Background: an optimization exercise with open tools, aiming at small area, a short achievable clock period and few clock cycles. Do not read the settings as production practice. Function was checked by simulation only, so behaviour that the tests miss may differ from the original. No activity file was given, so power comes from the tool's default toggle rates.

**design/flow/design.v**
```verilog
`timescale 1 ns / 1 ps
module Sobel (
    input         ap_clk,
    input         ap_rst,
    input         ap_start,
    output        ap_done,
    output        ap_idle,
    output        ap_ready,
    input  [31:0] p_src_mat_rows_read,
    input  [31:0] p_src_mat_cols_read,
    output [11:0] p_src_mat_data_V_address0,
    output        p_src_mat_data_V_ce0,
    input  [7:0]  p_src_mat_data_V_q0,
    output [11:0] p_dst_matx_data_V_address0,
    output        p_dst_matx_data_V_ce0,
    output        p_dst_matx_data_V_we0,
    output [7:0]  p_dst_matx_data_V_d0,
    output [11:0] p_dst_maty_data_V_address0,
    output        p_dst_maty_data_V_ce0,
    output        p_dst_maty_data_V_we0,
    output [7:0]  p_dst_maty_data_V_d0
);
localparam NS = 4;             
localparam H  = 1 << NS;       
localparam PW = NS + 1;        
wire [12:0] R_in = p_src_mat_rows_read[12:0];
wire [6:0]  C_in = p_src_mat_cols_read[6:0];
wire [12:0] R_m3  = R_in - 2'd3;
wire [7:0]  kc_in = (R_in <= 13'd2) ? 8'd0 : R_m3[NS +: 8];
wire [PW-1:0] vll = (R_in <= 13'd2) ? 1'b1 : {1'b0, R_m3[NS-1:0]} + 1'b1;
reg          busy;             
reg          run;              
reg  [6:0]   cc;               
reg  [7:0]   kc;               
reg          nfull;            
reg          last;             
reg  [PW-1:0] vlen;            
reg  [PW-1:0] p;               
reg          colend;           
reg          cn;               
reg          r1;               
reg          bub;              
reg  [5:0]   cr;               
reg          lastcol;          
reg          col0, col1;       
reg          c1;               
reg          k_row, k_col, k_new;   
reg          k_ov;             
reg          flush;            
reg          ovl;              
reg          s0;               
reg          t0;               
reg  [11:0]  rd;               
reg  [11:0]  cb;               
reg          rdce;
wire accept  = !busy && ap_start;
wire st_new  = colend && (flush ? !last : (lastcol && !last && nfull));   
wire st_fl   = colend && !flush && lastcol && (last || !nfull);            
wire st_col  = colend && !flush && !lastcol;                               
wire st_end  = colend && flush && last;
wire ext     = flush && last && !bub;
wire [11:0] rd_row = rd + {5'd0, cc};
wire [11:0] rd_col = cb + 1'b1;
wire [11:0] rd_n   = ({12{k_row}} & rd_row) | ({12{k_col || (k_new && k_ov)}} & rd_col) |
                     ({12{k_new && !k_ov}} & cb);
wire        cap    = (p == H - 1) && !last && (flush || (lastcol && nfull));
wire         n_run    = run && !st_end;
wire         n_flush  = st_fl ? 1'b1 : st_new ? 1'b0 : flush;
wire         n_last   = st_new ? (kc == 8'd1) : last;
wire [PW-1:0] n_p     = colend ? {PW{1'b0}} : p + 1'b1;
wire         n_colend = !colend && (p == vlen);
wire         n_cn     = !colend && !cn && (p == vlen);
wire         n_kcol   = n_colend && !flush && (!lastcol || last || !nfull);
wire         n_knew   = n_colend && (flush ? !last : (lastcol && !last && nfull));
always @(posedge ap_clk) begin
    if (ap_rst) begin
        busy <= 1'b0;
        run  <= 1'b0;
        rdce <= 1'b0;
        k_row <= 1'b0;
        k_col <= 1'b0;
        k_new <= 1'b0;
    end else if (accept) begin
        busy <= 1'b1;
        run  <= 1'b1;
        rdce <= 1'b1;
        k_row <= 1'b1;
        k_col <= 1'b0;
        k_new <= 1'b0;
    end else begin
        k_row <= n_run && !(ext ? cn : n_colend);
        k_col <= n_run && n_kcol;
        k_new <= n_run && n_knew;
        if (ap_done) busy <= 1'b0;
        run  <= n_run;
        rdce <= n_run && !n_flush && !(bub && (n_p[1] || (r1 && n_p[0])));
    end
end
always @(posedge ap_clk) begin
    cc  <= C_in;
    c1  <= (C_in[5:0] == 6'd1);
    r1  <= (R_in == 13'd1);
    bub <= (R_in <= 13'd2);
end
always @(posedge ap_clk) begin
    nfull <= (kc != 8'd1) || vll[NS];
    if (accept) begin
        kc     <= kc_in;
        last   <= (kc_in == 8'd0);
        vlen   <= (kc_in == 8'd0) ? vll : H;
        cn     <= 1'b0;
        p      <= 0;
        colend <= 1'b0;
        flush  <= 1'b0;
        ovl    <= 1'b0;
        s0     <= 1'b1;
        t0     <= 1'b1;
        cb     <= 12'd0;
        cr     <= C_in[5:0] - 1'b1;
        lastcol <= (C_in[5:0] == 6'd1);
        col0   <= 1'b1;
        col1   <= 1'b0;
        k_ov   <= 1'b1;
    end else begin
        k_ov   <= !flush;
        p      <= n_p;
        colend <= ext ? cn : n_colend;
        cn     <= n_cn;
        flush  <= n_flush;
        last   <= n_last;
        if (k_col || (k_new && k_ov)) cb <= rd_col;
        else if (cap) cb <= rd;
        if (st_new) begin
            kc   <= kc - 1'b1;
            vlen <= (kc == 8'd1) ? vll : H;
            s0   <= 1'b0;
            cr   <= C_in[5:0] - 1'b1;
            lastcol <= c1;
            col0 <= 1'b1;
            col1 <= 1'b0;
            ovl  <= !flush;
            t0   <= s0;
        end
        if (st_fl || st_col) begin
            cr   <= cr - 1'b1;
            lastcol <= (cr == 6'd1);
            col0 <= 1'b0;
            col1 <= col0;
            ovl  <= 1'b0;
            t0   <= s0;
        end
    end
end
always @(posedge ap_clk) rd <= rd_n;
assign p_src_mat_data_V_address0 = rd;
assign p_src_mat_data_V_ce0      = rdce;
wire m_bot    = last && !bub && ((p == 0 && !col0 && !col1) || (flush && colend));
wire m_valid  = run && (((!col0 || ovl) && ((p >= 2) || (p == 1 && t0)) && !(r1 && p[1])) || m_bot);
wire m_top    = t0 && (p == 1);
wire m_left   = ovl ? c1 : col1;
wire m_last   = run && st_end;
wire m_fcol   = t0 ? (p == 1) : (p == 2);
wire m_fstrip = m_left && !t0;
wire m_first  = m_left && t0 && (p == 1);    
reg m1_bot, m2_bot, m3_bot;
reg m1_valid, m1_top, m1_left, m1_right, m1_last, m1_fcol, m1_fstrip, m1_first;
reg m2_valid, m2_right, m2_last, m2_fcol, m2_fstrip, m2_first;
reg m3_valid, m3_right, m3_last;
reg w_row, w_col, w_str, w_hold, w_keep;
reg ce_d1;
always @(posedge ap_clk) begin
    if (ap_rst) begin
        m1_valid <= 1'b0; m1_last <= 1'b0;
        m2_valid <= 1'b0; m2_last <= 1'b0;
        m3_valid <= 1'b0; m3_last <= 1'b0;
        ce_d1 <= 1'b0;
    end else begin
        m1_valid <= m_valid;  m1_last <= m_last;
        m2_valid <= m1_valid; m2_last <= m1_last;
        m3_valid <= m2_valid; m3_last <= m2_last;
        ce_d1 <= rdce;
    end
end
always @(posedge ap_clk) begin
    m1_bot <= m_bot; m2_bot <= m1_bot;
    m1_top <= m_top; m1_left <= m_left; m1_right <= ovl; m1_fcol <= m_fcol; m1_fstrip <= m_fstrip; m1_first <= m_first;
    m2_right <= m1_right; m2_fcol <= m1_fcol; m2_fstrip <= m1_fstrip; m2_first <= m1_first;
    m3_right <= m2_right; m3_bot <= m2_bot;
    w_row  <= m2_valid && !m2_fcol;
    w_col  <= m2_valid && m2_fcol && !m2_fstrip && !m2_first;
    w_str  <= m2_valid && m2_fcol && m2_fstrip;
    w_hold <= !m2_valid;
    w_keep <= !(m2_valid && m2_fcol);
end
reg  [NS-1:0] sen;
wire [PW-1:0] vlen1 = vlen - 1'b1;
always @(posedge ap_clk) sen <= vlen1[NS-1:0];
reg [7:0] e0, e1, e2, f0, f1, f2, g0, g1, g2;
reg [7:0] e0m, g0m;
reg [8*H-1:0] va, vb;
wire [7:0] ca [0:NS];
wire [7:0] cv [0:NS];
assign ca[0] = va[7:0];
assign cv[0] = vb[7:0];
genvar gi, gj;
generate
    for (gi = 0; gi < NS; gi = gi + 1) begin : seg
        localparam integer LEN  = 1 << gi;
        localparam integer BASE = 1 << gi;
        always @(posedge ap_clk) begin
            va[8*BASE +: 8] <= ca[gi];
            vb[8*BASE +: 8] <= cv[gi];
        end
        for (gj = 1; gj < LEN; gj = gj + 1) begin : st
            always @(posedge ap_clk) begin
                va[8*(BASE+gj) +: 8] <= va[8*(BASE+gj-1) +: 8];
                vb[8*(BASE+gj) +: 8] <= vb[8*(BASE+gj-1) +: 8];
            end
        end
        assign ca[gi+1] = sen[gi] ? va[8*(BASE+LEN-1) +: 8] : ca[gi];
        assign cv[gi+1] = sen[gi] ? vb[8*(BASE+LEN-1) +: 8] : cv[gi];
    end
endgenerate
always @(posedge ap_clk) begin
    va[7:0] <= e1;
    vb[7:0] <= f1;
end
always @(posedge ap_clk) begin
    e0 <= ce_d1 ? p_src_mat_data_V_q0 : 8'd0;
    e0m <= (ce_d1 && !m1_bot && !m1_right) ? p_src_mat_data_V_q0 : 8'd0;
    g0m <= (m1_left || m1_bot) ? 8'd0 : cv[NS];
    e1 <= e0;
    e2 <= (m1_top || m1_right) ? 8'd0 : e1;
    f0 <= ca[NS];
    f1 <= f0;
    f2 <= m1_top ? 8'd0 : f1;
    g0 <= m1_left ? 8'd0 : cv[NS];
    g1 <= g0;
    g2 <= m1_top ? 8'd0 : g1;
end
reg [9:0] sxp, sxm, syp, sym;
always @(posedge ap_clk) begin
    sxp <= {2'd0, e2} + {1'd0, e1, 1'b0} + {2'd0, e0m};
    sxm <= {2'd0, g2} + {1'd0, g1, 1'b0} + {2'd0, g0m};
    syp <= {2'd0, g0} + {1'd0, f0, 1'b0} + {2'd0, e0m};
    sym <= {2'd0, g2} + {1'd0, f2, 1'b0} + {2'd0, e2};
end
wire [10:0] gx = {1'b0, sxp} - {1'b0, sxm};
wire [10:0] gy = {1'b0, syp} - {1'b0, sym};
wire [7:0] cx = (gx[10] || m3_right) ? 8'd0 : (|gx[9:8]) ? 8'd255 : gx[7:0];
wire [7:0] cy = (gy[10] || m3_bot) ? 8'd0 : (|gy[9:8]) ? 8'd255 : gy[7:0];
reg [7:0]  ox, oy;
reg [11:0] oa, wcb;
reg        owe, odone;
wire [11:0] oa_row = oa + {5'd0, cc};
wire [11:0] oa_str = oa + 1'b1;
wire [11:0] oa_col = wcb + 1'b1;
wire [11:0] oa_n = ({12{w_row}} & oa_row) | ({12{w_col}} & oa_col) | ({12{w_str}} & oa_str) | ({12{w_hold}} & oa);
wire [11:0] wcb_n = ({12{w_col}} & oa_col) | ({12{w_str}} & oa_str) | ({12{w_keep}} & wcb);
always @(posedge ap_clk) begin
    ox <= cx;
    oy <= cy;
    wcb <= wcb_n;
    oa  <= oa_n;
end
always @(posedge ap_clk) begin
    if (ap_rst) begin
        owe   <= 1'b0;
        odone <= 1'b0;
    end else begin
        owe   <= m3_valid;
        odone <= m3_last;
    end
end
assign p_dst_matx_data_V_address0 = oa;
assign p_dst_matx_data_V_ce0      = owe;
assign p_dst_matx_data_V_we0      = owe;
assign p_dst_matx_data_V_d0       = ox;
assign p_dst_maty_data_V_address0 = oa;
assign p_dst_maty_data_V_ce0      = owe;
assign p_dst_maty_data_V_we0      = owe;
assign p_dst_maty_data_V_d0       = oy;
assign ap_done  = odone;
assign ap_ready = odone;
assign ap_idle  = !busy && !ap_start;
endmodule
```
**design/flow/flow/run.sh**
```bash
#!/bin/bash
# Standard layout flow; only the cell used to buffer the ports is chosen
# (sky130_fd_sc_hd__buf_1 instead of the tool's default pick).
set -o pipefail
cp standard.sh standard_sh_copy.log
cp config.mk config_orig.log
echo 'export BUFFER_PORTS_ARGS = -buffer_cell sky130_fd_sc_hd__buf_1' >> config.mk
bash standard.sh > standard_run.log 2>&1
```
**design/flow/standard.sh**
```bash
#!/bin/bash
# synth_recipe.tcl (not shown) runs the flow's synth.tcl, then flattens the netlist and writes it again
# the make line also repeats each setting of config.mk as NAME=value (left out here)
make -C /OpenROAD-flow-scripts/flow DESIGN_CONFIG=/design/flow/config.mk WORK_HOME=/design/flow/orfs CLKGATE_MAP_FILE= SYNTH_SCRIPT=/design/flow/synth_recipe.tcl "${@:-finish}"
```
**design/flow/config.mk**
```make
export PLATFORM = sky130hd
export DESIGN_NAME = Sobel
export DESIGN_NICKNAME = Sobel
export VERILOG_FILES = /design/flow/design.v
export SDC_FILE = /design/flow/constraint.sdc
export NUM_CORES = 4
export LEC_CHECK = 0
export CAP_MARGIN = 20
export CORE_MARGIN = 2
export CORE_UTILIZATION = 55
export CTS_CLUSTER_DIAMETER = 80
export CTS_CLUSTER_SIZE = 32
export SETUP_SLACK_MARGIN = 2.7
export SLEW_MARGIN = 20
export BUFFER_PORTS_ARGS = -buffer_cell sky130_fd_sc_hd__buf_1
```
**design/flow/constraint.sdc**
```tcl
create_clock -name core_clock -period 5.0 [get_ports {ap_clk}]
set_input_delay 1.0000 -clock core_clock [delete_from_list [all_inputs] [get_ports {ap_clk}]]
set_output_delay 1.0000 -clock core_clock [all_outputs]
set_load 0.01 [all_outputs]
```
==> run_results.csv, run 1 <==
group,metric,value,unit
status,status,"finished clean",
cts,clock_tree_buffer_depth,3,
drt,post_drt_wl_per_cell,15.8,um
logic_synthesis,seq_area_frac_synth,58.6,%
worst_setup_path,worst-setup-path-type,"reg -> reg",
drt,drtPass1Iterations,5,
logic_synthesis,ys_async_sr_fraction,0,%
drt,postRouteAntennaNets,0,
worst_setup_path,timing.critical_path.fanout_max,2,
drt,vias,10900,
worst_setup_path,critPathMaxStageDelay,550,ps
die,io-pin-count,135,
logic_synthesis,post_synth_main_area_contributors,"dfxtp_1 55%, ha_1 6.1%, fa_1 3.9%",
worst_setup_path,arrival_time_of_the_worst_setup_path,2790,ps
logic_synthesis,syn_inst,1566,
die,rows,67,
grt,largest_net_degree_at_the_start_of_global_routing,33,
timing,worst-slew-pin-transition,819,ps
die,die_area,0.0352,mm2
grt,antenna_found_initial,1,
timing,setup_violations,0,
final_layout,post_route_cells_drive_above_1_share,13.8,%
cts,worst_skew_pair.late_latency,560,ps
logic_synthesis,synth.cell_area,0.0185,mm2
timing,timing.fmax,0.425,GHz
grt,grt_overflow_total,0,
timing,hold-worst-slack,312,ps
die,die_w,188,um
cts,clkTransAtPathRegs,110,ps
drt,routed-wl-met2,16600,um
power_and_ir_drop,power.density_cell_area,425,mW/mm2
timing,timing.clock.skew,20.4,ps
logic_synthesis,synth_top_area_share,55.2,%
logic_synthesis,synth.distinct_cells,74,
grt,first_global_vias,10700,
worst_setup_path,critPathCaptureType,"flip-flop",
placement,globalplace.congestion,0.829,
cts,clock_sink_count,532,
timing,final.min_clock_period,2350,ps
grt,globalRouteTotalUtil,19.2,%
final_layout,finish.instance_area,0.0206,mm2
final_layout,nNetsFinal,1869,
worst_setup_path,cpMaxStageDelayCell,"fa_1",
placement,numPlacedInstances,2066,
logic_synthesis,synth-seq-cells,532,
drt,wl_met1,15600,um
die,core_region_area,0.0334,mm2
placement,dpl.hpwl,23900,um
worst_setup_path,timing.critical_path.required,5440,ps
grt,global_route_wire_length_before_repair,55000,um
placement,port_buffers,90,
logic_synthesis,synth_edf_count,21,
timing,worst_slew_margin_rel,44.7,%
logic_synthesis,synth_largest_area_cell,"dfxtp_1",
die,initial_utilization,55.6,%
cts,cts.hold.buffers_added,0,
final_layout,fillerInstances,2822,
timing,hold_viol,0,
placement,placement.cell_area,0.0193,mm2
logic_synthesis,average_size_of_a_mapped_cell,11.8,um2
timing,fin_crit_sh,47.1,%
flow_run,maxCapViolCount,0,
drt,drcViolationCount,0,
worst_setup_path,rrSetupSlack,2650,ps
cts,clock-root-buffer,"clkbuf_16",
timing,rsz0062_at_grt,"yes",
timing,totalNegativeSetupSlack,0,ps
final_layout,area_delta_synth_final,11.3,%
logic_synthesis,synthesis.nets,1767,
logic_synthesis,ys.flop_type,"dfxtp_1",
drt,met3WireLength,1020,um
drt,routed_wl,33700,um
power_and_ir_drop,totalPowerFinal,8.77,mW
drt,routed_via_density,5.10,
worst_setup_path,critical_path.startpoint_type,"flip-flop",
power_and_ir_drop,irDropWorstVdd,0.324,mV
drt,drt-initial-drc-count,442,
timing,timing.final.max_slew_violations,0,
cts,depth_of_the_cts_h_tree,1,
final_layout,finish.cell_count_without_fillers,2128,
logic_synthesis,ys.warnings.count,1,
cts,cts_tree,"built",
worst_setup_path,cp_cell_sequence,"fa_1 > ha_1 > a21o_1 > a21oi_2 > nor2b_1 > o21a_1 > o41ai_2 > xnor2_1",
power_and_ir_drop,static-leakage-power,8.67,nW
die,die_height,188,um
cts,numCtsBuffers,25,
drt,highest_layer,"met4",
hold_path,min-delay-path-class,"reg -> reg",
layout by cell type, fill, tap and decap left out, types with 26 or more instances in the layout:
cell type / instances
a21o_1: 28
nor2b_1: 35
buf_1: 86
fa_1: 27
and2_1: 28
mux2_4: 26
nor2_1: 80
xor2_1: 49
mux2_2: 30
xnor2_1: 53
ha_1: 82
dfxtp_1: 487
a21oi_1: 75
nand2_1: 60
buf_4: 30
nor3_1: 36
inv_1: 64
o21ai_0: 46
stage by stage:
| stage | setup WS (ps) | util, % |
|---|---|---|
| 2_1_floorplan | 2530 | - |
| 3_3_place_gp | 1850 | 57.7 |
| 3_5_place_dp | 1820 | 57.7 |
| 4_1_cts | 2630 | 60.9 |
| 5_1_grt | 2530 | 61.8 |
| 6_report | 2650 | 61.9 |
Yosys cell counts (4+ instances only):
library cell / instances
a221o_1: 7
buf_4: 16
o21ai_0: 53
nor4_1: 9
mux2_4: 26
nor3_1: 37
fa_1: 36
o211ai_1: 4
inv_1: 69
nand3b_1: 4
nor2b_1: 39
and2_1: 28
a21oi_1: 96
edfxtp_1: 21
or3_1: 5
clkbuf_8: 5
a22oi_1: 6
nor2_1: 83
nand3_1: 23
dfxtp_1: 511
buf_1: 4
o21bai_1: 10
nand2b_1: 19
o22ai_1: 13
o21a_1: 8
a21o_1: 28
and3_1: 15
o41ai_1: 4
a31oi_1: 4
clkbuf_1: 14
mux2_2: 30
nand4_1: 11
nand2_1: 62
ha_1: 90
xor2_1: 49
xnor2_1: 54
mux2i_1: 13
nor3b_1: 9
final cells by class:
cell class,instances,area [um2],share of cell area (%)
inverter,71,279,1.35
sequential,532,10900,52.9
tap,448,561,2.72
timing repair buffer,120,591,2.86
clock inverter,13,206,1.00
antenna,1,2.50,0.0121
clock buffer,25,626,3.03
multi-input combinational,918,7460,36.2
registers in the layout (all words and copies together) (netlist names), 10 cells and up:
signal,cells
va,128
vb,128
cb,12
oa,12
rd,12
wcb,12
sxm,10
sxp,10
sym,10
syp,10
kinds of logic (layout without fill, tap and decap cells):
kind of cell | after synthesis | count (layout) | synth area share [%]
AND/OR/NAND/NOR | 357 | 357 | 9.90
buffers and inverters | 116 | 229 | 3.13
multiplexers | 69 | 69 | 4.63
AO/OA/AOI/OAI | 263 | 263 | 8.95
flip-flops | 532 | 532 | 58.6
adder cells (fa/ha/maj) | 126 | 126 | 9.96
other | 0 | 1 | 0
XOR/XNOR | 103 | 103 | 4.87
metal layers:
metal / GRT usage (%) / vias up
met5: 0 / -
met4: 3.54 / 0
met3: 2.66 / 30
met2: 33.8 / 127
met1: 25.4 / 5171
li1: - / 5531
where the power goes:
group          total [mW]  switching, mW  internal, mW
registers            4.84          0.190          4.65
clock network        2.42           1.42          1.00
logic                1.51          0.827         0.685
total                8.77           2.44          6.33
worst max-delay path: cells and delay by family, from the launching register on:
kind / cells / cell delay (ps)
DFF: 1 / 340
xor gates and xnor gates: 1 / 150
adders and majority gates: 2 / 780
and+or+nand+nor: 1 / 70
AOI/OAI and AO/OA: 4 / 900
worst paths after layout:
check / cells after the start / startpoint / to
setup / recovery: 8 / f2[1]$_SDFF_PP0_ / sym[8]$_DFF_P_
hold / removal: 0 / vb[46]$_DFF_P_ / vb[54]$_DFF_P_
setup reg to reg: 8 / f2[1]$_SDFF_PP0_ / sym[8]$_DFF_P_
hold reg to reg: 0 / vb[46]$_DFF_P_ / vb[54]$_DFF_P_
timing repair:
| action | 4_1_cts | 5_1_grt |
|---|---|---|
| resized for setup | 49 | 66 |
| endpoints found under the hold margin | 0 | 0 |
| pin swaps | 13 | 54 |
| setup buffers | 11 | 12 |
| setup endpoints to repair | 64 | 75 |
Testbench counts, summed over its fixed seeds: cycles 82,208.
==> run 2: changes to the inputs <==
--- a/design/flow/config.mk
+++ b/design/flow/config.mk
@@ -11,5 +11,5 @@
 export CTS_CLUSTER_DIAMETER = 80
 export CTS_CLUSTER_SIZE = 32
-export SETUP_SLACK_MARGIN = 2.7
+export SETUP_SLACK_MARGIN = 2.6
 export SLEW_MARGIN = 20
 export BUFFER_PORTS_ARGS = -buffer_cell sky130_fd_sc_hd__buf_1
==> run 2 against run 1 <==
Compared with the run above: largest power group unchanged; combinational power down 7%; largest cell class unchanged; non-clock buffer count down 16; register-to-register slack worse by 20 ps; synthesized cell count unchanged; still clean; power down 3.3%; worst hold slack better by 5.1 ps; critical endpoint is now sxp[8]$_DFF_P_; sequential share of layout area up 0.98 points.
==> run_results.csv, run 2 <==
group,metric,value,unit
worst_setup_path,r2r_start,"e1[1]$_DFF_P_",
flow_run,maxCapViolCount,0,
power_and_ir_drop,irDropWorstVdd,0.234,mV
drt,vias,10800,
grt,largest_net_degree_at_the_start_of_global_routing,33,
die,die_area,0.0352,mm2
placement,dpl.hpwl,23900,um
logic_synthesis,average_size_of_a_mapped_cell,11.8,um2
logic_synthesis,synthesis.nets,1767,
drt,post_drt_wl_per_cell,15.8,um
final_layout,biggestRegsByFlops,"va (128), vb (128)",
logic_synthesis,synth.cell_area,0.0185,mm2
logic_synthesis,seq_area_frac_synth,58.6,%
timing,timing.fmax,0.422,GHz
power_and_ir_drop,static-leakage-power,8.52,nW
worst_setup_path,arrival_time_of_the_worst_setup_path,2820,ps
timing,worst_slew_margin_rel,45.7,%
worst_setup_path,rrSetupSlack,2630,ps
final_layout,area_delta_synth_final,9.07,%
worst_setup_path,critical_path.startpoint_type,"flip-flop",
final_layout,layout.cells.most_common,"dfxtp_1",
die,io-pin-count,135,
final_layout,post_route_cells_drive_above_1_share,10.5,%
grt,grt_overflow_total,0,
drt,routed_wl,33300,um
worst_setup_path,path_delay_family,"compound AO/OA/AOI/OAI gates",
logic_synthesis,synth_edf_count,21,
worst_setup_path,worstSetupPathDepth,8,
cts,cts_tree,"built",
cts,clock_sink_count,532,
die,die_height,188,um
worst_setup_path,start_point_of_the_critical_path,"e1[1]$_DFF_P_",
logic_synthesis,synth_largest_area_cell,"dfxtp_1",
logic_synthesis,synthMostInstantiatedCell,"dfxtp_1",
worst_setup_path,worst-setup-path-type,"reg -> reg",
cts,depth_of_the_cts_h_tree,1,
timing,fin_crit_sh,47.4,%
cts,clock_tree_buffer_depth,3,
worst_setup_path,endpoint,"sxp[8]$_DFF_P_",
die,rows,67,
cts,clkTransAtPathRegs,110,ps
drt,drtPass1Iterations,4,
worst_setup_path,timing.critical_path.fanout_max,3,
grt,first_global_vias,10600,
cts,worst_skew_pair.late_latency,560,ps
worst_setup_path,critPathMaxStageDelay,500,ps
cts,cts.hold.buffers_added,0,
timing,timing.clock.skew,22.9,ps
timing,setup_violations,0,
placement,port_buffers,90,
logic_synthesis,ys.flop_type,"dfxtp_1",
placement,placement.cell_area,0.0192,mm2
die,die_w,188,um
drt,routed_via_density,5.10,
timing,worst-slew-pin-transition,814,ps
cts,clock-root-buffer,"clkbuf_16",
worst_setup_path,bufs_and_invs_on_worst_path,0,
placement,globalplace.congestion,0.859,
drt,drt-initial-drc-count,448,
logic_synthesis,ys.warnings.count,1,
worst_setup_path,critical_path.reg2reg.endpoint,"sxp[8]$_DFF_P_",
cts,numCtsBuffers,23,
worst_setup_path,worstRegToRegCells,8,
drt,postRouteAntennaNets,0,
timing,rsz0062_at_grt,"yes",
final_layout,finish.instance_area,0.0202,mm2
power_and_ir_drop,power.density_cell_area,419,mW/mm2
worst_setup_path,cp_cell_sequence,"fa_1 > ha_1 > a21o_1 > a21oi_2 > nor2b_1 > o21a_1 > o41a_1 > xor2_2",
final_layout,layout.cells.most_common_list,"497 x dfxtp_1, 88 x buf_1, 86 x ha_1, 84 x a21oi_1, 81 x nor2_1",
logic_synthesis,synth-seq-cells,532,
die,initial_utilization,55.6,%
timing,timing.final.max_slew_violations,0,
timing,totalNegativeSetupSlack,0,ps
grt,globalRouteTotalUtil,18.8,%
final_layout,nNetsFinal,1851,
logic_synthesis,ys_async_sr_fraction,0,%
hold_path,min-delay-path-class,"reg -> reg",
timing,final.min_clock_period,2370,ps
drt,drcViolationCount,0,
worst_setup_path,critPathCaptureType,"flip-flop",
timing,hold_viol,0,
logic_synthesis,synth_commonest_cells,"511 x dfxtp_1, 96 x a21oi_1, 90 x ha_1",
die,core_region_area,0.0334,mm2
logic_synthesis,syn_inst,1566,
logic_synthesis,synth_top_area_share,55.2,%
worst_setup_path,cpMaxStageDelayCell,"fa_1",
grt,antenna_found_initial,1,
logic_synthesis,post_synth_main_area_contributors,"dfxtp_1 55%, ha_1 6.1%, fa_1 3.9%",
status,status,"finished clean",
logic_synthesis,synth.distinct_cells,74,
grt,global_route_wire_length_before_repair,53800,um
worst_setup_path,timing.critical_path.required,5450,ps
run 2: logic make-up (layout without fill, tap and decap cells):
kind of cell	after synthesis	in the layout	synth area share [%]
simple gates	357	357	9.90
buf+inv	116	209	3.13
compound gates	263	263	8.95
fa+ha+maj	126	126	9.96
flops	532	532	58.6
mux	69	69	4.63
other cells	0	1	0
xor+xnor	103	103	4.87
run 2: how the worst min path moves through the flow:
stage,from,end,cells after the start
6_report,e0[3]$_SDFF_PN0_,e1[3]$_DFF_P_,0
5_1_grt,e0[3]$_SDFF_PN0_,e1[3]$_DFF_P_,0
4_1_cts,e0[3]$_SDFF_PN0_,e1[3]$_DFF_P_,0
3_5_place_dp,va[95]$_DFF_P_,va[103]$_DFF_P_,0
3_3_place_gp,e0[6]$_SDFF_PN0_,e1[6]$_DFF_P_,0
2_1_floorplan,e0[0]$_SDFF_PN0_,e1[0]$_DFF_P_,0
run 2: metal layers:
layer,up-vias,track usage [%],wire length [um]
met5,-,0,0
met4,0,3.76,488
met3,36,2.79,1170
met2,125,33.1,16000
met1,5108,24.8,15700
li1,5487,-,-
run 2: where the power goes:
group | internal, mW | leakage, nW | switching, mW | total, mW
registers | 4.65 | 4.37 | 0.188 | 4.83
clock network | 0.910 | 0.347 | 1.34 | 2.25
logic | 0.624 | 3.80 | 0.772 | 1.40
run 2: what timing repair did:
item,CTS,global route
setup buffers,2,5
setup endpoints to repair,38,42
pin swaps,5,24
gates resized for setup,23,42
hold endpoints to repair,0,0
run 2: worst register-to-register path: stages, from the launching register on:
cell,delay [ps]
dfxtp_4,380
fa_1,500
ha_1,310
a21o_1,170
a21oi_2,140
nor2b_1,70
o21a_1,180
o41a_1,350
xor2_2,170
run 2: per-stage QoR:
step                      setup slack [ps]  total power, mW  util, %  hold slack (ps)  cells
after global routing                  2530             8.93     60.6              332   2107
after detailed placement              1850             6.26     57.7              312   2066
after global placement                1870             6.24     57.7              309   2066
after floorplan                       2530             5.91        -              310   1566
after CTS                             2600             8.52     60.1              313   2102
final                                 2630             8.48     60.6              317   2108
run 2: final cells by class:
cell class	count	area [um2]
antenna	1	2.50
clock buffer	25	593
clock inverter	9	128
fill	2768	13100
inverter	71	279
multi-input combinational	918	7330
sequential	532	10900
tap	448	561
timing repair buffer	104	448
==> run 3: changes to the inputs <==
--- a/design/flow/config.mk
+++ b/design/flow/config.mk
@@ -8,5 +8,5 @@
 export CAP_MARGIN = 20
 export CORE_MARGIN = 2
-export CORE_UTILIZATION = 55
+export CORE_UTILIZATION = 45
 export CTS_CLUSTER_DIAMETER = 80
 export CTS_CLUSTER_SIZE = 32
==> run 3 against run 2 <==
Compared with the run above: still clean on timing, DRC and antenna; die area grew 22%; non-clock buffer count grew 3; cell area grew 1.3%; register-to-register slack is essentially flat; critical path depth is the same; fmax shrank 0.11%; setup slack lost 2.7 ps; sequential share of layout area shrank 0.67 points; count of clock-buffer cells in the layout grew 5; flip-flop and latch count is the same; final cell count grew 4.5%; worst hold slack lost 1.5 ps; critical path type unchanged; critical endpoint unchanged; largest cell class unchanged; largest power group unchanged.
==> run_results.csv, run 3 <==
group,metric,value,unit
status,status,"finished clean",
logic_synthesis,ys.flop_type,"dfxtp_1",
drt,routed_wl,33100,um
power_and_ir_drop,seq_power_share,55.2,%
logic_synthesis,ys_async_sr_fraction,0,%
die,core_region_area,0.0407,mm2
placement,dpl.hpwl,23800,um
logic_synthesis,synth_edf_count,21,
hold_path,hold_path.startpoint,"va[110]$_DFF_P_",
power_and_ir_drop,share_of_total_power_in_the_clock_network,28.6,%
power_and_ir_drop,power.density_cell_area,428,mW/mm2
cts,numCtsBuffers,25,
cts,worst_skew_pair.late_latency,580,ps
cts,cts.hold.buffers_added,0,
grt,largest_net_degree_at_the_start_of_global_routing,34,
drt,postRouteAntennaNets,0,
hold_path,min-delay-path-class,"reg -> reg",
power_and_ir_drop,irDropWorstVdd,0.240,mV
timing,hold_viol,0,
worst_setup_path,cpMaxStageDelayCell,"fa_1",
timing,totalNegativeSetupSlack,0,ps
logic_synthesis,syn_inst,1566,
drt,drt-initial-drc-count,498,
die,io-pin-count,135,
final_layout,multi_input_comb_area,0.00730,mm2
worst_setup_path,worst-setup-path-type,"reg -> reg",
placement,port_buffers,90,
cts,depth_of_the_cts_h_tree,1,
timing,timing.fmax,0.421,GHz
drt,vias,10800,
logic_synthesis,synth.distinct_cells,74,
logic_synthesis,synth_commonest_cells,"511 x dfxtp_1, 96 x a21oi_1, 90 x ha_1",
timing,fin_crit_sh,47.5,%
drt,routed_via_density,4.92,
drt,drtPass1Iterations,5,
final_layout,fillerInstances,3629,
cts,clock-root-buffer,"clkbuf_16",
power_and_ir_drop,p_switching,2.44,mW
logic_synthesis,synth.cell_area,0.0185,mm2
final_layout,nNetsFinal,1856,
drt,drcViolationCount,0,
placement,globalplace.congestion,0.809,
grt,first_global_vias,10600,
timing,timing.final.max_slew_violations,0,
grt,globalRouteTotalUtil,15.5,%
logic_synthesis,synthMostInstantiatedCell,"dfxtp_1",
logic_synthesis,synthesis.nets,1767,
timing,setup_violations,0,
logic_synthesis,post_synth_main_area_contributors,"dfxtp_1 55%, ha_1 6.1%, fa_1 3.9%",
power_and_ir_drop,static-leakage-power,8.60,nW
final_layout,layout.cells.most_common,"dfxtp_1",
logic_synthesis,average_size_of_a_mapped_cell,11.8,um2
die,die_w,207,um
worst_setup_path,timing.critical_path.required,5460,ps
final_layout,biggestRegsByFlops,"va (128), vb (128)",
cts,clkTransAtPathRegs,110,ps
die,die_area,0.0428,mm2
die,die_height,207,um
final_layout,regArea,0.0109,mm2
worst_setup_path,critPathMaxStageDelay,550,ps
die,initial_utilization,45.5,%
cts,clock_sink_count,532,
final_layout,antenna-diode-count,0,
power_and_ir_drop,internal_power,6.34,mW
worst_setup_path,arrival_time_of_the_worst_setup_path,2830,ps
cts,cts_tree,"built",
worst_setup_path,timing.critical_path.fanout_max,2,
worst_setup_path,start_point_of_the_critical_path,"e1[1]$_DFF_P_",
timing,worst-slew-pin-transition,861,ps
final_layout,layout.cells.most_common_list,"494 x dfxtp_1, 88 x buf_1, 86 x ha_1, 84 x a21oi_1, 80 x nor2_1",
logic_synthesis,synth-seq-cells,532,
timing,rsz0062_at_grt,"yes",
timing,final.min_clock_period,2370,ps
flow_run,maxCapViolCount,0,
drt,post_drt_wl_per_cell,15.0,um
final_layout,post_route_cells_drive_above_1_share,11.0,%
power_and_ir_drop,sw_ratio,27.8,%
grt,antenna_found_initial,0,
grt,global_route_wire_length_before_repair,53300,um
logic_synthesis,synth_top_area_share,55.2,%
grt,grt_overflow_total,0,
logic_synthesis,synth_largest_area_cell,"dfxtp_1",
timing,timing.clock.skew,22.2,ps
power_and_ir_drop,comb_power_share,16.2,%
logic_synthesis,ys.warnings.count,1,
worst_setup_path,critPathCaptureType,"flip-flop",
final_layout,area_delta_synth_final,10.5,%
die,rows,74,
worst_setup_path,cp_cell_sequence,"fa_1 > ha_1 > a21o_1 > a21oi_2 > nor2b_1 > o21a_1 > o41a_1 > xor2_1",
worst_setup_path,critical_path.startpoint_type,"flip-flop",
timing,worst_slew_margin_rel,42.5,%
cts,clock_tree_buffer_depth,3,
power_and_ir_drop,totalPowerFinal,8.78,mW
logic_synthesis,seq_area_frac_synth,58.6,%
worst_setup_path,r2r_start,"e1[1]$_DFF_P_",
## run 3: cell counts after synthesis
No cell type changed its count.
## run 3: final cells by class
class / count / share of cell area, %
timing repair buffer: 107 / 2.36
clock inverter: 12 / 0.947
clock buffer: 30 / 3.29
inverter: 71 / 1.36
multi-input combinational: 918 / 35.6
tap: 532 / 3.25
sequential: 532 / 53.2
## run 3: logic make-up (layout without fill, tap and decap cells)
| family | after synthesis | count (layout) | share of synthesized area, % |
|---|---|---|---|
| adders and majority gates | 126 | 126 | 9.96 |
| buffers and inverters | 116 | 220 | 3.13 |
| AOI/OAI and AO/OA | 263 | 263 | 8.95 |
| DFF | 532 | 532 | 58.6 |
| and+or+nand+nor | 357 | 357 | 9.90 |
| muxes | 69 | 69 | 4.63 |
| xor gates and xnor gates | 103 | 103 | 4.87 |
## run 3: final timing paths
path                                        end  slack, ps  depth (start not counted)
worst max-delay path             sxp[8]$_DFF_P_       2630                          8
worst min-delay path            va[118]$_DFF_P_        320                          0
worst max register to register   sxp[8]$_DFF_P_       2630                          8
worst min register to register  va[118]$_DFF_P_        320                          0
## run 3: metal layers
metal	share of wire [%]	GRT usage, %
met5	0	0
met2	46	25.1
met1	49	22.0
met3	2.9	2.20
met4	2.0	3.70
## run 3: power by group through the flow
stage	Clock [mW]	Sequential [mW]	Combinational, mW
6_report	2.51	4.85	1.42
5_1_grt	2.73	4.90	1.59
4_1_cts	2.59	4.85	1.36
3_5_place_dp	0	4.95	1.33
3_3_place_gp	0	4.94	1.32
2_1_floorplan	0	4.90	1.00
## run 3: through the flow
| stage | hold WS (ps) | setup slack, ps | std cells | instance area (um2) | util, % |
|---|---|---|---|---|---|
| after floorplan | 310 | 2530 | 1566 | 18600 | - |
| after detailed placement | 312 | 1830 | 2148 | 19300 | 47.4 |
| after global placement | 310 | 1850 | 2148 | 19300 | 47.4 |
| after CTS | 320 | 2600 | 2193 | 20300 | 49.8 |
| final | 315 | 2630 | 2202 | 20500 | 50.3 |
| after global routing | 316 | 2510 | 2202 | 20500 | 50.3 |
## run 3: what timing repair did
| action | CTS | global route |
|---|---|---|
| buffers inserted | 3 | 9 |
| endpoints found under the setup margin | 43 | 50 |
| resized for setup | 26 | 41 |
| pin swaps | 7 | 23 |
## run 3: worst max-delay path, delay by kind of cell, from the launching register on
kind	cells	cell delay [ps]
AOI/OAI and AO/OA	4	870
adders and majority gates	2	780
DFF	1	380
xor gates and xnor gates	1	160
and+or+nand+nor	1	60
==> run 4: changes to the inputs <==
--- a/design/flow/config.mk
+++ b/design/flow/config.mk
@@ -8,8 +8,9 @@
 export CAP_MARGIN = 20
 export CORE_MARGIN = 2
-export CORE_UTILIZATION = 45
+export CORE_UTILIZATION = 55
 export CTS_CLUSTER_DIAMETER = 80
 export CTS_CLUSTER_SIZE = 32
-export SETUP_SLACK_MARGIN = 2.6
+export PLACE_DENSITY = 0.9
+export SETUP_SLACK_MARGIN = 2.65
 export SLEW_MARGIN = 20
 export BUFFER_PORTS_ARGS = -buffer_cell sky130_fd_sc_hd__buf_1
==> run 4 against run 3 <==
Compared with the run above: still clean; via count up 4.2%; global-route usage up 3.7 points; routed wire length increased by 4.0%; flip-flop and latch count unchanged; largest cell class unchanged; largest power group unchanged.
==> run_results.csv, run 4 <==
group,metric,value,unit
worst_setup_path,path_delay_family,"compound AO/OA/AOI/OAI gates",
power_and_ir_drop,internal_power,6.14,mW
timing,fin_crit_sh,48.4,%
cts,cts_tree,"built",
placement,detailedPlace.worstSlack,1810,ps
grt,grt_overflow_total,0,
worst_setup_path,cp_cell_sequence,"fa_1 > ha_1 > a21o_1 > a21oi_2 > nor2b_1 > o21a_1 > o41a_1 > xor2_1",
power_and_ir_drop,comb_power_share,18.2,%
cts,numCtsBuffers,21,
timing,rsz0062_at_grt,"yes",
logic_synthesis,synthesis.nets,1767,
placement,port_buffers,90,
die,rows,67,
timing,setup_violations,0,
timing,timing.clock.skew,25.1,ps
grt,global_route_wire_length_before_repair,56100,um
worst_setup_path,timing.critical_path.fanout_max,2,
die,initial_utilization,55.6,%
final_layout,post_route_cells_drive_above_1_share,11.0,%
grt,largest_net_degree_at_the_start_of_global_routing,34,
cts,cts.hold.buffers_added,0,
logic_synthesis,synth_largest_area_cell,"dfxtp_1",
timing,hold-worst-slack,311,ps
logic_synthesis,post_synth_main_area_contributors,"dfxtp_1 55%, ha_1 6.1%, fa_1 3.9%",
placement,placement.cell_area,0.0192,mm2
die,die_height,188,um
power_and_ir_drop,sw_ratio,27.2,%
hold_path,min-delay-path-class,"reg -> reg",
final_layout,nNetsFinal,1854,
power_and_ir_drop,p_switching,2.30,mW
power_and_ir_drop,irDropWorstVdd,0.259,mV
drt,post_drt_wl_per_cell,16.3,um
timing,worst-slew-pin-transition,1120,ps
final_layout,layout.cells.most_common_list,"498 x dfxtp_1, 86 x buf_1, 83 x ha_1, 81 x a21oi_1, 80 x nor2_1",
final_layout,antenna-diode-count,0,
drt,drtPass1Iterations,5,
die,die_area,0.0352,mm2
logic_synthesis,synth-seq-cells,532,
logic_synthesis,ys.warnings.count,1,
timing,hold_viol,0,
cts,clock_sink_count,532,
logic_synthesis,synthMostInstantiatedCell,"dfxtp_1",
grt,antenna_found_initial,1,
power_and_ir_drop,seq_power_share,57.7,%
worst_setup_path,critPathMaxStageDelay,500,ps
drt,drcViolationCount,0,
timing,timing.fmax,0.413,GHz
grt,first_global_vias,11400,
final_layout,final_core_utilization,60.5,%
cts,clock_tree_buffer_depth,3,
final_layout,multi_input_comb_area,0.00738,mm2
timing,timing.final.max_slew_violations,0,
final_layout,regArea,0.0109,mm2
logic_synthesis,average_size_of_a_mapped_cell,11.8,um2
worst_setup_path,critPathCaptureType,"flip-flop",
drt,drt-initial-drc-count,641,
cts,clkTransAtPathRegs,110,ps
final_layout,fillerInstances,2551,
worst_setup_path,critical_path.startpoint_type,"flip-flop",
worst_setup_path,cpMaxStageDelayCell,"fa_1",
cts,depth_of_the_cts_h_tree,1,
power_and_ir_drop,power.density_cell_area,418,mW/mm2
drt,postRouteAntennaNets,0,
die,die_w,188,um
worst_setup_path,worst-setup-path-type,"reg -> reg",
status,status,"finished clean",
timing,worst_slack,2580,ps
logic_synthesis,synth.cell_area,0.0185,mm2
worst_setup_path,timing.critical_path.required,5450,ps
worst_setup_path,bufs_and_invs_on_worst_path,0,
power_and_ir_drop,share_of_total_power_in_the_clock_network,24.1,%
timing,totalNegativeSetupSlack,0,ps
grt,globalRouteTotalUtil,19.2,%
logic_synthesis,synth_top_area_share,55.2,%
power_and_ir_drop,static-leakage-power,8.49,nW
final_layout,biggestRegsByFlops,"va (128), vb (128)",
worst_setup_path,arrival_time_of_the_worst_setup_path,2870,ps
logic_synthesis,ys_async_sr_fraction,0,%
drt,routed_via_density,5.36,
timing,final.min_clock_period,2420,ps
logic_synthesis,synth_commonest_cells,"511 x dfxtp_1, 96 x a21oi_1, 90 x ha_1",
logic_synthesis,ys.flop_type,"dfxtp_1",
final_layout,layout.cells.most_common,"dfxtp_1",
placement,dpl.hpwl,23700,um
placement,globalplace.congestion,0.916,
final_layout,finish.instance_area,0.0202,mm2
drt,vias,11300,
logic_synthesis,synth.distinct_cells,74,
logic_synthesis,synth_edf_count,21,
cts,clock-root-buffer,"clkbuf_16",
die,io-pin-count,135,
logic_synthesis,seq_area_frac_synth,58.6,%
drt,routed_wl,34400,um
final_layout,area_delta_synth_final,8.91,%
timing,worst_slew_margin_rel,25.1,%
logic_synthesis,syn_inst,1566,
flow_run,maxCapViolCount,0,
die,core_region_area,0.0334,mm2
cts,worst_skew_pair.late_latency,550,ps
## run 4: metrics by stage
step | instances | power, mW
finish | 2106 | 8.44
detailed placement | 2061 | 6.28
CTS | 2095 | 8.30
global placement | 2061 | 6.20
floorplan | 1566 | 5.91
global route | 2106 | 8.82
## run 4: logic make-up (layout without fill, tap and decap cells)
| group | Yosys count | after routing | synth area share [%] |
|---|---|---|---|
| xor+xnor | 103 | 103 | 4.87 |
| buf+inv | 116 | 208 | 3.13 |
| mux | 69 | 69 | 4.63 |
| compound gates | 263 | 263 | 8.95 |
| flops | 532 | 532 | 58.6 |
| simple gates | 357 | 357 | 9.90 |
| fa+ha+maj | 126 | 126 | 9.96 |
## run 4: worst register-to-register path, stage by stage (launching register included)
cell     delay (ps)
dfxtp_4         380
fa_1            500
ha_1            320
a21o_1          200
a21oi_2         190
nor2b_1          80
o21a_1          190
o41a_1          320
xor2_1          150
## run 4: layout make-up
class	count	area share, %
clock inverters	5	0.254
flip-flops and latches	532	53.9
repair buffers	109	2.51
inverters	71	1.38
clock buffers	23	2.64
well taps	448	2.78
multi-input cells	918	36.5
## run 4: timing repair
item / in CTS / in global routing
setup buffers: 6 / 11
resized for setup: 31 / 45
cloned: 0 / 0
endpoints found under the setup margin: 54 / 48
pin swaps: 7 / 32
## run 4: final timing paths
path / start / to / slack, ps / depth (start not counted)
worst max-delay path: e0m[2]$_SDFF_PN0_ / sxp[8]$_DFF_P_ / 2580 / 8
worst min-delay path: va[86]$_DFF_P_ / va[94]$_DFF_P_ / 310 / 0
worst max register to register: e0m[2]$_SDFF_PN0_ / sxp[8]$_DFF_P_ / 2580 / 8
worst min register to register: va[86]$_DFF_P_ / va[94]$_DFF_P_ / 310 / 0
## run 4: power groups by stage
stage	Sequential (mW)	Clock (mW)	Combinational (mW)
floorplan	4.90	0	1.00
global placement	4.94	0	1.26
detailed placement	4.96	0	1.32
CTS	4.87	2.07	1.37
global route	4.91	2.21	1.70
finish	4.87	2.04	1.53
## run 4: per-layer routing
metal / vias to the layer above / wire length [um] / track usage [%]
met4: 0 / 803 / 4.63
met2: 266 / 16900 / 34.2
met1: 5479 / 15300 / 25.0
li1: 5490 / - / -
met5: - / 0 / 0
met3: 63 / 1350 / 2.21
==> run 5: changes to the inputs <==
--- a/design/flow/config.mk
+++ b/design/flow/config.mk
@@ -11,5 +11,4 @@
 export CTS_CLUSTER_DIAMETER = 80
 export CTS_CLUSTER_SIZE = 32
-export PLACE_DENSITY = 0.9
 export SETUP_SLACK_MARGIN = 2.65
 export SLEW_MARGIN = 20
==> run 5 against run 4 <==
Compared with the run above: still clean; fmax up 2.7%; sequential share of layout area down 0.46 points; power up 1.5%; synthesized cell count unchanged; setup slack better by 64 ps; critical endpoint unchanged; largest power group unchanged; highest routed layer unchanged.
==> run_results.csv, run 5 <==
group,metric,value,unit
status,status,"finished clean",
die,core_region_area,0.0334,mm2
timing,timing.clock.skew,26.8,ps
worst_setup_path,critPathCaptureType,"flip-flop",
cts,cts_tree,"built",
die,die_height,188,um
power_and_ir_drop,comb_power_share,17.3,%
logic_synthesis,synth_commonest_cells,"511 x dfxtp_1, 96 x a21oi_1, 90 x ha_1",
worst_setup_path,timing.critical_path.required,5450,ps
final_layout,post_route_cells_drive_above_1_share,12.5,%
timing,timing.fmax,0.424,GHz
drt,drtPass1Iterations,4,
logic_synthesis,average_size_of_a_mapped_cell,11.8,um2
logic_synthesis,synthMostInstantiatedCell,"dfxtp_1",
logic_synthesis,synth_edf_count,21,
timing,timing.final.max_slew_violations,0,
cts,clock_tree_buffer_depth,3,
grt,global_route_wire_length_before_repair,54500,um
cts,cts.hold.buffers_added,0,
power_and_ir_drop,internal_power,6.23,mW
flow_run,maxCapViolCount,0,
power_and_ir_drop,share_of_total_power_in_the_clock_network,26.1,%
timing,hold-worst-slack,330,ps
drt,postRouteAntennaNets,0,
power_and_ir_drop,static-leakage-power,8.56,nW
cts,clock-root-buffer,"clkbuf_16",
cts,clock_sink_count,532,
drt,drt-initial-drc-count,393,
final_layout,biggestRegsByFlops,"va (128), vb (128)",
power_and_ir_drop,power.density_cell_area,420,mW/mm2
cts,numCtsBuffers,23,
timing,worst-slew-pin-transition,828,ps
worst_setup_path,arrival_time_of_the_worst_setup_path,2810,ps
grt,antenna_found_initial,1,
grt,globalRouteTotalUtil,19.0,%
final_layout,layout.cells.most_common,"dfxtp_1",
hold_path,min-delay-path-class,"reg -> reg",
logic_synthesis,synth.cell_area,0.0185,mm2
die,initial_utilization,55.6,%
timing,totalNegativeSetupSlack,0,ps
power_and_ir_drop,sw_ratio,27.3,%
logic_synthesis,synth_largest_area_cell,"dfxtp_1",
worst_setup_path,worst-setup-path-type,"reg -> reg",
logic_synthesis,ys.flop_type,"dfxtp_1",
worst_setup_path,worstRegToRegCells,8,
drt,drcViolationCount,0,
timing,rsz0062_at_grt,"yes",
cts,clkTransAtPathRegs,110,ps
timing,setup_violations,0,
grt,grt_overflow_total,0,
logic_synthesis,synth.distinct_cells,74,
die,rows,67,
final_layout,area_delta_synth_final,9.95,%
worst_setup_path,start_point_of_the_critical_path,"e1[1]$_DFF_P_",
worst_setup_path,critical_path.startpoint_type,"flip-flop",
logic_synthesis,synth-seq-cells,532,
die,die_w,188,um
power_and_ir_drop,irDropWorstVdd,0.306,mV
logic_synthesis,ys.warnings.count,1,
worst_setup_path,rrSetupSlack,2640,ps
timing,hold_viol,0,
cts,depth_of_the_cts_h_tree,1,
power_and_ir_drop,p_switching,2.34,mW
drt,vias,10700,
timing,worst_slew_margin_rel,44.7,%
cts,worst_skew_pair.late_latency,560,ps
logic_synthesis,syn_inst,1566,
placement,globalplace.congestion,0.838,
grt,first_global_vias,10700,
logic_synthesis,seq_area_frac_synth,58.6,%
grt,largest_net_degree_at_the_start_of_global_routing,33,
worst_setup_path,endpoint,"sxp[8]$_DFF_P_",
placement,dpl.hpwl,23700,um
timing,final.min_clock_period,2360,ps
drt,routed_wl,33000,um
power_and_ir_drop,seq_power_share,56.6,%
die,die_area,0.0352,mm2
logic_synthesis,synthesis.nets,1767,
drt,post_drt_wl_per_cell,15.6,um
final_layout,nNetsFinal,1857,
logic_synthesis,synth_top_area_share,55.2,%
placement,port_buffers,90,
die,io-pin-count,135,
worst_setup_path,critical_path.reg2reg.endpoint,"sxp[8]$_DFF_P_",
logic_synthesis,post_synth_main_area_contributors,"dfxtp_1 55%, ha_1 6.1%, fa_1 3.9%",
final_layout,layout.cells.most_common_list,"493 x dfxtp_1, 86 x buf_1, 80 x nor2_1, 80 x ha_1, 76 x a21oi_1",
timing,fin_crit_sh,47.1,%
worst_setup_path,timing.critical_path.fanout_max,2,
logic_synthesis,ys_async_sr_fraction,0,%
worst_setup_path,r2r_start,"e1[1]$_DFF_P_",
drt,routed_via_density,5.08,
-- run 5: cell counts after synthesis --
No cell type changed its count.
-- run 5: final cells by class --
class	instances	area (um2)
Antenna cell	1	2.50
Clock buffer	23	576
Clock inverter	12	145
Fill cell	2812	13000
Inverter	71	279
Multi-Input combinational cell	918	7410
Sequential cell	532	10900
Tap cell	448	561
Timing Repair Buffer	110	518
-- run 5: cells by family (layout without fill, tap and decap cells) --
| logic type | after synthesis | after routing | share of synthesized area (%) |
|---|---|---|---|
| compound gates | 263 | 263 | 8.95 |
| xor+xnor | 103 | 103 | 4.87 |
| fa+ha+maj | 126 | 126 | 9.96 |
| buf+inv | 116 | 216 | 3.13 |
| flops | 532 | 532 | 58.6 |
| mux | 69 | 69 | 4.63 |
| other cells | 0 | 1 | 0 |
| simple gates | 357 | 357 | 9.90 |
-- run 5: power by group through the flow --
stage	sequential [mW]	clock (mW)	combinational (mW)
6_report	4.85	2.24	1.49
4_1_cts	4.86	2.32	1.35
3_5_place_dp	4.95	0	1.32
3_3_place_gp	4.94	0	1.31
5_1_grt	4.90	2.48	1.68
2_1_floorplan	4.90	0	1.00
-- run 5: worst max-delay path: stages, from the launching register on --
cell	delay, ps
dfxtp_4	370
fa_1	560
ha_1	230
a21o_1	180
a21oi_2	170
nor2b_1	70
o21a_1	180
o41a_1	330
xor2_1	160
-- run 5: layer usage --
| layer | vias to the layer above | GRT usage [%] | part of all wire [%] |
|---|---|---|---|
| met2 | 122 | 32.9 | 47 |
| met4 | 0 | 4.06 | 1.7 |
| met3 | 35 | 2.75 | 3.4 |
| met5 | - | 0 | 0 |
| met1 | 5077 | 25.4 | 48 |
| li1 | 5501 | - | - |
-- run 5: timing repair --
item	4_1_cts	5_1_grt
endpoints found under the hold margin	0	0
gates resized for setup	35	61
buffers inserted	4	11
pin swaps	8	34
endpoints found under the setup margin	53	56
-- run 5: stage by stage --
stage | util (%) | worst slack (ps) | instances | power [mW] | area [um2]
5_1_grt | 61.1 | 2560 | 2114 | 9.06 | 20400
2_1_floorplan | - | 2530 | 1566 | 5.91 | 18600
4_1_cts | 60.2 | 2640 | 2103 | 8.53 | 20100
6_report | 61.1 | 2640 | 2115 | 8.57 | 20400
3_5_place_dp | 57.7 | 1820 | 2064 | 6.27 | 19200
3_3_place_gp | 57.7 | 1850 | 2064 | 6.25 | 19200
-- run 5: worst min path at each step --
stage,startpoint,to,slack (ps),cells after the start
finish,vb[54]$_DFF_P_,vb[62]$_DFF_P_,330,0
global route,va[81]$_DFF_P_,va[89]$_DFF_P_,340,0
CTS,va[68]$_DFF_P_,va[76]$_DFF_P_,330,0
detailed placement,va[98]$_DFF_P_,va[106]$_DFF_P_,310,0
global placement,e0[5]$_SDFF_PN0_,e1[5]$_DFF_P_,310,0
floorplan,e0[0]$_SDFF_PN0_,e1[0]$_DFF_P_,310,0
==> run 6: changes to the inputs <==
--- a/design/flow/config.mk
+++ b/design/flow/config.mk
@@ -11,4 +11,5 @@
 export CTS_CLUSTER_DIAMETER = 80
 export CTS_CLUSTER_SIZE = 32
+export PLACE_DENSITY = 0.8
 export SETUP_SLACK_MARGIN = 2.65
 export SLEW_MARGIN = 20
==> run 6 against run 5 <==
Compared with the run above: still clean on timing, DRC and antenna; setup slack better by 29 ps; die area unchanged; synthesized cell count unchanged; first-iteration DRC count up 38%; clock skew down 2.2 ps; fmax up 1.2%; sequential power about the same; flip-flop and latch count unchanged; final cell count about the same; critical path depth up 1.
==> run_results.csv, run 6 <==
group,metric,value,unit
grt,global_route_wire_length_before_repair,53700,um
worst_setup_path,start_point_of_the_critical_path,"sym[4]$_DFF_P_",
worst_setup_path,critPathCaptureType,"flip-flop",
die,die_w,188,um
power_and_ir_drop,internal_power,6.26,mW
logic_synthesis,syn_inst,1566,
final_layout,biggestRegsByFlops,"va (128), vb (128)",
cts,cts_tree,"built",
logic_synthesis,ys_async_sr_fraction,0,%
timing,fin_crit_sh,46.6,%
logic_synthesis,synth.cell_area,0.0185,mm2
logic_synthesis,synth_largest_area_cell,"dfxtp_1",
placement,port_buffers,90,
timing,worst_slew_margin_rel,23.6,%
die,io-pin-count,135,
worst_setup_path,worst-setup-path-type,"reg -> reg",
power_and_ir_drop,irDropWorstVdd,0.305,mV
timing,final.min_clock_period,2330,ps
cts,clkTransAtPathRegs,110,ps
final_layout,layout.cells.most_common,"dfxtp_1",
timing,rsz0062_at_grt,"yes",
logic_synthesis,ys.flop_type,"dfxtp_1",
placement,placement.cell_area,0.0192,mm2
power_and_ir_drop,p_switching,2.36,mW
logic_synthesis,synth_top_area_share,55.2,%
power_and_ir_drop,static-leakage-power,8.56,nW
worst_setup_path,r2r_start,"sym[4]$_DFF_P_",
timing,timing.fmax,0.429,GHz
power_and_ir_drop,power.density_cell_area,424,mW/mm2
logic_synthesis,post_synth_main_area_contributors,"dfxtp_1 55%, ha_1 6.1%, fa_1 3.9%",
final_layout,layout.cells.most_common_list,"492 x dfxtp_1, 86 x buf_1, 82 x a21oi_1, 82 x ha_1, 80 x nor2_1",
cts,worst_skew_pair.late_latency,560,ps
grt,grt_overflow_total,0,
die,die_height,188,um
logic_synthesis,synth-seq-cells,532,
placement,numPlacedInstances,2061,
drt,drt-initial-drc-count,544,
cts,clock_tree_buffer_depth,3,
power_and_ir_drop,seq_power_share,56.4,%
cts,clock-root-buffer,"clkbuf_16",
worst_setup_path,critical_path.reg2reg.endpoint,"oy[0]$_SDFF_PP0_",
timing,hold_viol,0,
timing,timing.final.max_slew_violations,0,
final_layout,antenna-diode-count,0,
power_and_ir_drop,sw_ratio,27.4,%
grt,globalRouteTotalUtil,18.3,%
status,status,"finished clean",
hold_path,min-delay-path-class,"reg -> reg",
die,initial_utilization,55.6,%
timing,setup_violations,0,
logic_synthesis,synth_commonest_cells,"511 x dfxtp_1, 96 x a21oi_1, 90 x ha_1",
worst_setup_path,rrSetupSlack,2670,ps
power_and_ir_drop,share_of_total_power_in_the_clock_network,26.4,%
drt,vias,11000,
worst_setup_path,arrival_time_of_the_worst_setup_path,2760,ps
logic_synthesis,synthMostInstantiatedCell,"dfxtp_1",
logic_synthesis,average_size_of_a_mapped_cell,11.8,um2
cts,cts.hold.buffers_added,0,
drt,postRouteAntennaNets,0,
grt,largest_net_degree_at_the_start_of_global_routing,34,
timing,worst-slew-pin-transition,1140,ps
die,rows,67,
final_layout,nNetsFinal,1855,
drt,post_drt_wl_per_cell,15.6,um
grt,antenna_found_initial,0,
worst_setup_path,worstRegToRegCells,9,
cts,depth_of_the_cts_h_tree,1,
worst_setup_path,critical_path.startpoint_type,"flip-flop",
grt,first_global_vias,11000,
die,die_area,0.0352,mm2
final_layout,post_route_cells_drive_above_1_share,11.8,%
cts,clock_sink_count,532,
drt,drcViolationCount,0,
drt,drtPass1Iterations,5,
worst_setup_path,endpoint,"oy[0]$_SDFF_PP0_",
logic_synthesis,synthesis.nets,1767,
timing,timing.clock.skew,24.6,ps
final_layout,final_core_utilization,61.0,%
worst_setup_path,timing.critical_path.required,5430,ps
timing,totalNegativeSetupSlack,0,ps
logic_synthesis,synth_edf_count,21,
logic_synthesis,ys.warnings.count,1,
placement,dpl.hpwl,23100,um
drt,routed_via_density,5.19,
power_and_ir_drop,comb_power_share,17.2,%
drt,routed_wl,32900,um
worst_setup_path,timing.critical_path.fanout_max,3,
cts,numCtsBuffers,23,
logic_synthesis,seq_area_frac_synth,58.6,%
logic_synthesis,synth.distinct_cells,74,
hold_path,hold_path.startpoint,"vb[87]$_DFF_P_",
die,core_region_area,0.0334,mm2
final_layout,finish.instance_area,0.0203,mm2
final_layout,area_delta_synth_final,9.72,%
placement,globalplace.congestion,0.866,
final_layout,finish.cell_count_without_fillers,2113,
flow_run,maxCapViolCount,0,
[run 6: cell counts after synthesis]
Identical to the previous run, type by type.
[run 6: layout make-up]
class / instances / area [um2]
Fill cell: 2618 / 13000
Sequential cell: 532 / 10900
Multi-Input combinational cell: 918 / 7370
Clock buffer: 28 / 624
Tap cell: 448 / 561
Timing Repair Buffer: 108 / 494
Inverter: 71 / 279
Clock inverter: 8 / 126
[run 6: critical path, cell delays in order (launching register included)]
cell and delay, ps:
dfxtp_1 330, inv_1 50, ha_1 210, or4_4 550, o22a_1 230, buf_6 130, o31a_1 300, a2bb2oi_4 190
buf_4 160, a21oi_1 60
[run 6: kinds of logic after synthesis]
kind of cell	after synthesis	synth area share, %
compound gates	263	8.95
xor+xnor	103	4.87
fa+ha+maj	126	9.96
buf+inv	116	3.13
flops	532	58.6
mux	69	4.63
simple gates	357	9.90
[run 6: per-layer routing]
layer | wire length, um | up-vias | global-route usage [%] | part of all wire (%)
met5 | 0 | - | 0 | 0
met4 | 587 | 0 | 4.57 | 1.8
met3 | 1160 | 40 | 2.23 | 3.5
met2 | 15800 | 194 | 31.4 | 48
met1 | 15300 | 5250 | 24.8 | 47
li1 | - | 5493 | - | -
[run 6: worst min path at each step]
| stage | end | slack, ps | depth (start not counted) |
|---|---|---|---|
| final | vb[95]$_DFF_P_ | 310 | 0 |
| after global routing | vb[95]$_DFF_P_ | 310 | 0 |
| after CTS | vb[95]$_DFF_P_ | 310 | 0 |
| after detailed placement | va[27]$_DFF_P_ | 310 | 0 |
| after global placement | vb[125]$_DFF_P_ | 310 | 0 |
| after floorplan | e1[0]$_DFF_P_ | 310 | 0 |
[run 6: through the flow]
stage | total power, mW | hold WS [ps] | worst slack, ps
6_report | 8.62 | 310 | 2670
3_5_place_dp | 6.27 | 312 | 1810
4_1_cts | 8.54 | 312 | 2650
2_1_floorplan | 5.91 | 310 | 2530
5_1_grt | 9.02 | 313 | 2590
3_3_place_gp | 6.22 | 310 | 1860
[run 6: power by group through the flow]
stage	combinational (mW)	sequential (mW)	clock (mW)
after floorplan	1.00	4.90	0
after global placement	1.28	4.94	0
after detailed placement	1.31	4.96	0
after CTS	1.35	4.87	2.32
after global routing	1.64	4.91	2.47
final	1.48	4.87	2.28
[run 6: timing repair]
item | in CTS | in global routing
setup buffers | 3 | 13
resized for setup | 26 | 60
pin swaps | 6 | 38
endpoints found under the setup margin | 48 | 53

-- static timing again, ports no longer ideal --
The flow's constraints put no driver on any port. The routed layouts listed below were extracted and timed again, unchanged, in two steps. Step 1 (the two cells are an assumption about what drives the block):
set clk [get_ports {ap_clk}]
set_driving_cell -lib_cell sky130_fd_sc_hd__clkbuf_16 $clk
set_driving_cell -lib_cell sky130_fd_sc_hd__buf_2 [delete_from_list [all_inputs] $clk]
Step 2 adds t to the input delays and takes it off the output delays; t is the mean of the earliest and latest rising clock arrival at the registers after step 1. Input paths then give back, and output paths get back, about the clock's delay inside the block. a / b / c = ideal ports / drivers / drivers and shift; a / b = the first two.
run	t (ns)	setup WS [ns]	worst setup path after step 2	latest minus earliest clock arrival (ns)	worst register clock-pin slew, ns
run 1	0.607	2.646 / 2.646 / 2.124	input to register	0.023 / 0.022	0.11 / 0.11
run 2	0.597	2.628 / 2.609 / 2.126	input to register	0.024 / 0.024	0.11 / 0.11
run 3	0.623	2.625 / 2.625 / 2.116	input to register	0.026 / 0.027	0.12 / 0.12
run 4	0.588	2.578 / 2.578 / 2.160	input to register	0.030 / 0.030	0.12 / 0.12
run 5	0.605	2.643 / 2.630 / 2.135	input to register	0.031 / 0.031	0.11 / 0.11
run 6	0.597	2.672 / 2.652 / 2.151	input to register	0.026 / 0.025	0.12 / 0.12
After both steps setup and hold are still met in every run listed. For run 1, which loses most, drivers alone change the setup slack by 0.000 ns; drivers and shift together by -0.522 ns.
